What follows belongs to an exercise in optimizing a design on an open flow for small area and a short achievable clock period; a production flow would make more cautious choices. Where RTL was checked, it was by simulation tests only, not by an equivalence proof against the original. The clock input has no modelled driver; a real chip could not lean on it and would need a root buffer or a full tree.

== run 1 ==
==> flow/design.v (excerpt) <==
module encoder (
    input clk,
    input rst_n,
    input [31:0] data_in,
    output logic [31:0] data_out
);
export LEC_CHECK = 0
export CAP_MARGIN = 20
export CORE_MARGIN = 2
export CORE_UTILIZATION = 40
export CTS_CLUSTER_DIAMETER = 100
export CTS_CLUSTER_SIZE = 20
export SLEW_MARGIN = 20
create_clock -name core_clock -period 14.0 [get_ports {clk}]
standard.sh (not shown) runs the stock make flow with config.mk's settings and CLKGATE_MAP_FILE= SYNTH_SCRIPT=/design/flow/synth_recipe.tcl, a recipe that flattens the netlist after the stock synthesis.
==> flow/flow/run.sh <==
#!/bin/bash
# Standard layout, with plain buffers on the ports and timing repair aimed
# well below the clock period.
set -euo pipefail
export BUFFER_PORTS_ARGS="-buffer_cell sky130_fd_sc_hd__buf_2"
export SETUP_SLACK_MARGIN=10.5
bash standard.sh > standard.log 2>&1
Run 1 was carried through to the last stage, and its layout satisfied the timing, design-rule and antenna checks.
The inputs of run 2 differ from those of run 1 as listed below.
# run 1
export LEC_CHECK = 0
export CAP_MARGIN = 20
export CORE_MARGIN = 2
export CORE_UTILIZATION = 40
export CTS_CLUSTER_DIAMETER = 100
export CTS_CLUSTER_SIZE = 20
export SLEW_MARGIN = 20
create_clock -name core_clock -period 14.0 [get_ports {clk}]
# run 2
export LEC_CHECK = 0
export CAP_MARGIN = 20
export CORE_MARGIN = 2
export CORE_UTILIZATION = 65
export SLEW_MARGIN = 20
create_clock -name core_clock -period 14.0 [get_ports {clk}]
### Flow results
Worst-case headroom to the max-slew limit: run 2 worse than run 1. Number of nets at the end of the flow: run 2 > run 1. The number of gates resized after CTS in run 2 is 0.882 times that in run 1. Looking at hold slack, run 2 sits 31 ps below run 1.
The following lists how run 3 was set up differently from run 2:
# run 2
export LEC_CHECK = 0
export CAP_MARGIN = 20
export CORE_MARGIN = 2
export CORE_UTILIZATION = 65
export SLEW_MARGIN = 20
create_clock -name core_clock -period 14.0 [get_ports {clk}]
# run 3
export LEC_CHECK = 0
export CAP_MARGIN = 20
export CORE_MARGIN = 2
export CORE_UTILIZATION = 40
export SLEW_MARGIN = 20
create_clock -name core_clock -period 14.0 [get_ports {clk}]
### Flow results
- Run 2 completed end to end with timing, DRC and antenna clean.
- The flow did not stop early for run 3: all stages ran, and the layout cleared the timing, design-rule and antenna checks.
- Run 3 against run 2; area of placed instances is up slightly.
- Run 3 ends up with a global-route usage over all layers that is 17 points lower than in run 2.
- Per the comparison of run 3 with run 2, total setup buffers inserted after CTS now sits lower; area of all placed cells without fillers shows an increase of 2.3%; pre-CTS worst setup slack higher; wire length moved up.
No functional check of the RTL was part of any run of this note.

---

== job 6691 ==
encoder, a different RTL version from the one above (not shown whole).
Size in the first run: ~1500 cells after synthesis, about 230 flip-flops, about 0.015 mm² of cells after synthesis.
==> flow/config.mk <==
export PLATFORM = sky130hd
export DESIGN_NAME = encoder
export DESIGN_NICKNAME = encoder
export VERILOG_FILES = /design/flow/design.v
export SDC_FILE = /design/flow/constraint.sdc
export NUM_CORES = 8
export LEC_CHECK = 0
export CAP_MARGIN = 20
export CORE_MARGIN = 2
export CORE_UTILIZATION = 65
export GPL_TIMING_DRIVEN = 0
export SLEW_MARGIN = 20
==> flow/constraint.sdc <==
create_clock -name core_clock -period 14.0 [get_ports {clk}]
set_input_delay 2.8000 -clock core_clock [delete_from_list [all_inputs] [get_ports {clk}]]
set_output_delay 2.8000 -clock core_clock [all_outputs]
set_load 0.01 [all_outputs]
==> flow/flow/run.sh <==
#!/bin/bash
# Standard layout, except: the synthesis maps with flow/abc_speed.script,
# the clock tree is flow/ctree.tcl's two-level tree, the ports get plain
# buffers, timing repair aims below the period, and the wire capacitance
# the placement-stage timing estimates use is scaled up by 1.3 (closer to
# the extracted values).
set -euo pipefail
rm -rf scripts_local
cp -r "$FLOW_HOME/scripts" scripts_local
cp flow/abc_speed.script scripts_local/abc_speed.script
sed -i 's|^log_cmd clock_tree_synthesis .*|source $::env(CTREE_TCL)|' scripts_local/cts.tcl
grep -q CTREE_TCL scripts_local/cts.tcl
python3 - "$FLOW_HOME/platforms/sky130hd/setRC.tcl" 1.3 > setRC_scaled.tcl <<'PY'
import re, sys
s = open(sys.argv[1]).read()
k = float(sys.argv[2])
print(re.sub(r'-capacitance ([0-9.Ee+-]+)', lambda m: '-capacitance %g' % (float(m.group(1)) * k), s))
PY
export LAYER_PARASITICS_FILE=$PWD/setRC_scaled.tcl
export CTREE_TCL=$PWD/flow/ctree.tcl
export CTREE_LEAF=20
export CTREE_BUF_LEAF=sky130_fd_sc_hd__clkbuf_16
export CTREE_BUF_TOP=sky130_fd_sc_hd__clkbuf_16
export SCRIPTS_DIR=$PWD/scripts_local
export BUFFER_PORTS_ARGS="-buffer_cell sky130_fd_sc_hd__buf_2"
export SETUP_SLACK_MARGIN=10.15
bash standard.sh > standard.log 2>&1
==> flow/flow/abc_speed.script <==
strash
&get -n
&dch -f
&nf -R 1000 -p
&put
topo
stime -c
Other scripts of this flow, unchanged in this note and not shown: flow/flow/ctree.tcl
Input-level comparison between job 7587 and job 6691:
--- a/flow/flow/run.sh
+++ b/flow/flow/run.sh
@@ -26 +26 @@
-export SETUP_SLACK_MARGIN=10.15
+export SETUP_SLACK_MARGIN=10.2
--- a/flow/config.mk
+++ b/flow/config.mk
@@ -10,2 +10 @@
-export CORE_UTILIZATION = 65
-export GPL_TIMING_DRIVEN = 0
+export CORE_UTILIZATION = 70
Results
- Job 7587 completed; timing, DRC and antenna clean
- The final layout from job 6691, which completed every stage, passed the timing, design-rule and antenna checks at the end of the flow.
- Changes observed in job 7587 relative to job 6691: total instance count after detailed placement now sits higher, sequential share of cell area now sits higher, routed metal-1 wirelength now sits lower.
- Job 7587 ended with more effective utilization at floorplan than job 6691.
- Job 6691 leaves less setup margin than job 7587.
- Going from job 6691 to job 7587, detailed-routed wire length on met3 +13%; antenna diode instance count +1; final instance area -about 3%.
Here is what was changed in the inputs of job 5121 compared with job 7587.
--- a/flow/flow/run.sh
+++ b/flow/flow/run.sh
@@ -26 +26 @@
-export SETUP_SLACK_MARGIN=10.2
+export SETUP_SLACK_MARGIN=10.25
==> flow/flow/abc_speed.script <==
strash
dch -f
&get -n
&nf -R 1000 -p
&put
topo
stime -c
--- a/flow/config.mk
+++ b/flow/config.mk
@@ -10 +10 @@
-export CORE_UTILIZATION = 70
+export CORE_UTILIZATION = 65
==> summary.txt <==
Each of the runs, namely job 7587 and job 5121, reached the end of the flow and came out clean.
Job 5121 vs. job 7587: number of distinct library cells after synthesis went up by 13.
Taking job 7587 as the reference, in job 5121 placed cell area saw an increase; share of the cycle needed by the critical path after routing saw little to no change; tapcell count saw an increase.
Going from job 7587 to job 5121, mean number of vias per cell lost about 4%, overall fraction of global-route tracks in use saw a decrease, first-iteration DRC count fell 23%.
> inputs changed (job 5121 -> job 946)
--- a/flow/flow/run.sh
+++ b/flow/flow/run.sh
@@ -26 +26 @@
-export SETUP_SLACK_MARGIN=10.25
+export SETUP_SLACK_MARGIN=10.15
==> flow/flow/abc_speed.script <==
strash
&get -n
&dch -f
&nf -R 1000 -p
&put
topo
stime -c
- The standard cell core area of job 946 was superior to that of job 5121.
- Going from job 5121 to job 946, the global-route wire length before repair was found to have gone down by 3300 µm.
- Diff job 5121 and job 946: share of the final layout cell area in sequential cells lower in job 5121
- Job 5121 -> job 946: highest achievable clock rate flat
- Against job 5121, total wire length after detailed routing in job 946 came out better.
- Higher count of inverters other than clock inverters in the layout among job 5121 and job 946: job 5121
- Job 5121 -> job 946: total standard cell area after synthesis decreased slightly
- Die area of job 946 falls short of that of job 5121 slightly.
Edits applied to the flow inputs when going from job 946 to job 5412:
--- a/flow/flow/run.sh
+++ b/flow/flow/run.sh
@@ -5 +5 @@
-# the placement-stage timing estimates use is scaled up by 1.3 (closer to
+# the placement-stage timing estimates use is scaled up by 1.4 (closer to
@@ -13 +13 @@
-python3 - "$FLOW_HOME/platforms/sky130hd/setRC.tcl" 1.3 > setRC_scaled.tcl <<'PY'
+python3 - "$FLOW_HOME/platforms/sky130hd/setRC.tcl" 1.4 > setRC_scaled.tcl <<'PY'
@@ -26 +26 @@
-export SETUP_SLACK_MARGIN=10.15
+export SETUP_SLACK_MARGIN=10.2
==> comparison <==
Every stage of the flow completed for job 5412, and the final layout passed the timing, design-rule and antenna checks.
The area taken by multi-input logic gates on job 946 is in line with that on job 5412.
Compared with job 946, in job 5412 met2 wire length went down, area used by sequential logic in the layout saw little to no change.
Minimum period implied by the final worst setup slack, job 5412 and job 946, higher one = job 5412.
No run of this note takes its clock network from TritonCTS; it comes from the design's own scripts or RTL.

[afterwards: timing with drivers on the ports]
How much do the figures lean on ideal ports? The routed layouts below were timed once more, with nothing changed but the port constraints. Step 1 sets driving cells, clkbuf_16 on the clock port and buf_2 on the other inputs (assumed; they add their load-dependent delay and slew). Step 2 moves the port delays by t, midway between the first and last clock arrival at a register: inputs arrive t later, outputs are due t later. That takes back most of the time a late clock gives input paths. a / b / c = ideal / step 1 / step 2; a / b = the first two.
run | shift t [ns] | setup slack, ns | clock arrival spread, ns | worst register clock-pin slew, ns | worst slew at a driven data input, ns
run 1 | 0.583 | 10.182 / 10.123 / 10.022 | 0.026 / 0.026 | 0.10 / 0.10 | 0.04
run 2 | 0.623 | 10.158 / 10.102 / 9.948 | 0.015 / 0.014 | 0.07 / 0.07 | 0.03
run 3 | 0.655 | 10.139 / 10.078 / 10.008 | 0.028 / 0.027 | 0.07 / 0.07 | 0.04
job 6691 | 0.407 | 10.385 / 10.332 / 10.101 | 0.031 / 0.032 | 0.09 / 0.09 | 0.03
job 7587 | 0.420 | 10.405 / 10.285 / 10.129 | 0.024 / 0.024 | 0.10 / 0.10 | 0.05
job 5121 | 0.426 | 10.425 / 10.299 / 10.292 | 0.031 / 0.032 | 0.10 / 0.10 | 0.04
job 946 | 0.417 | 10.414 / 10.295 / 10.130 | 0.025 / 0.025 | 0.10 / 0.10 | 0.04
job 5412 | 0.414 | 10.381 / 10.282 / 10.062 | 0.023 / 0.023 | 0.09 / 0.09 | 0.04
After both steps every run listed still meets setup and hold. For job 5412, which loses most, drivers alone change the setup slack by -0.099 ns; drivers and shift together by -0.319 ns.
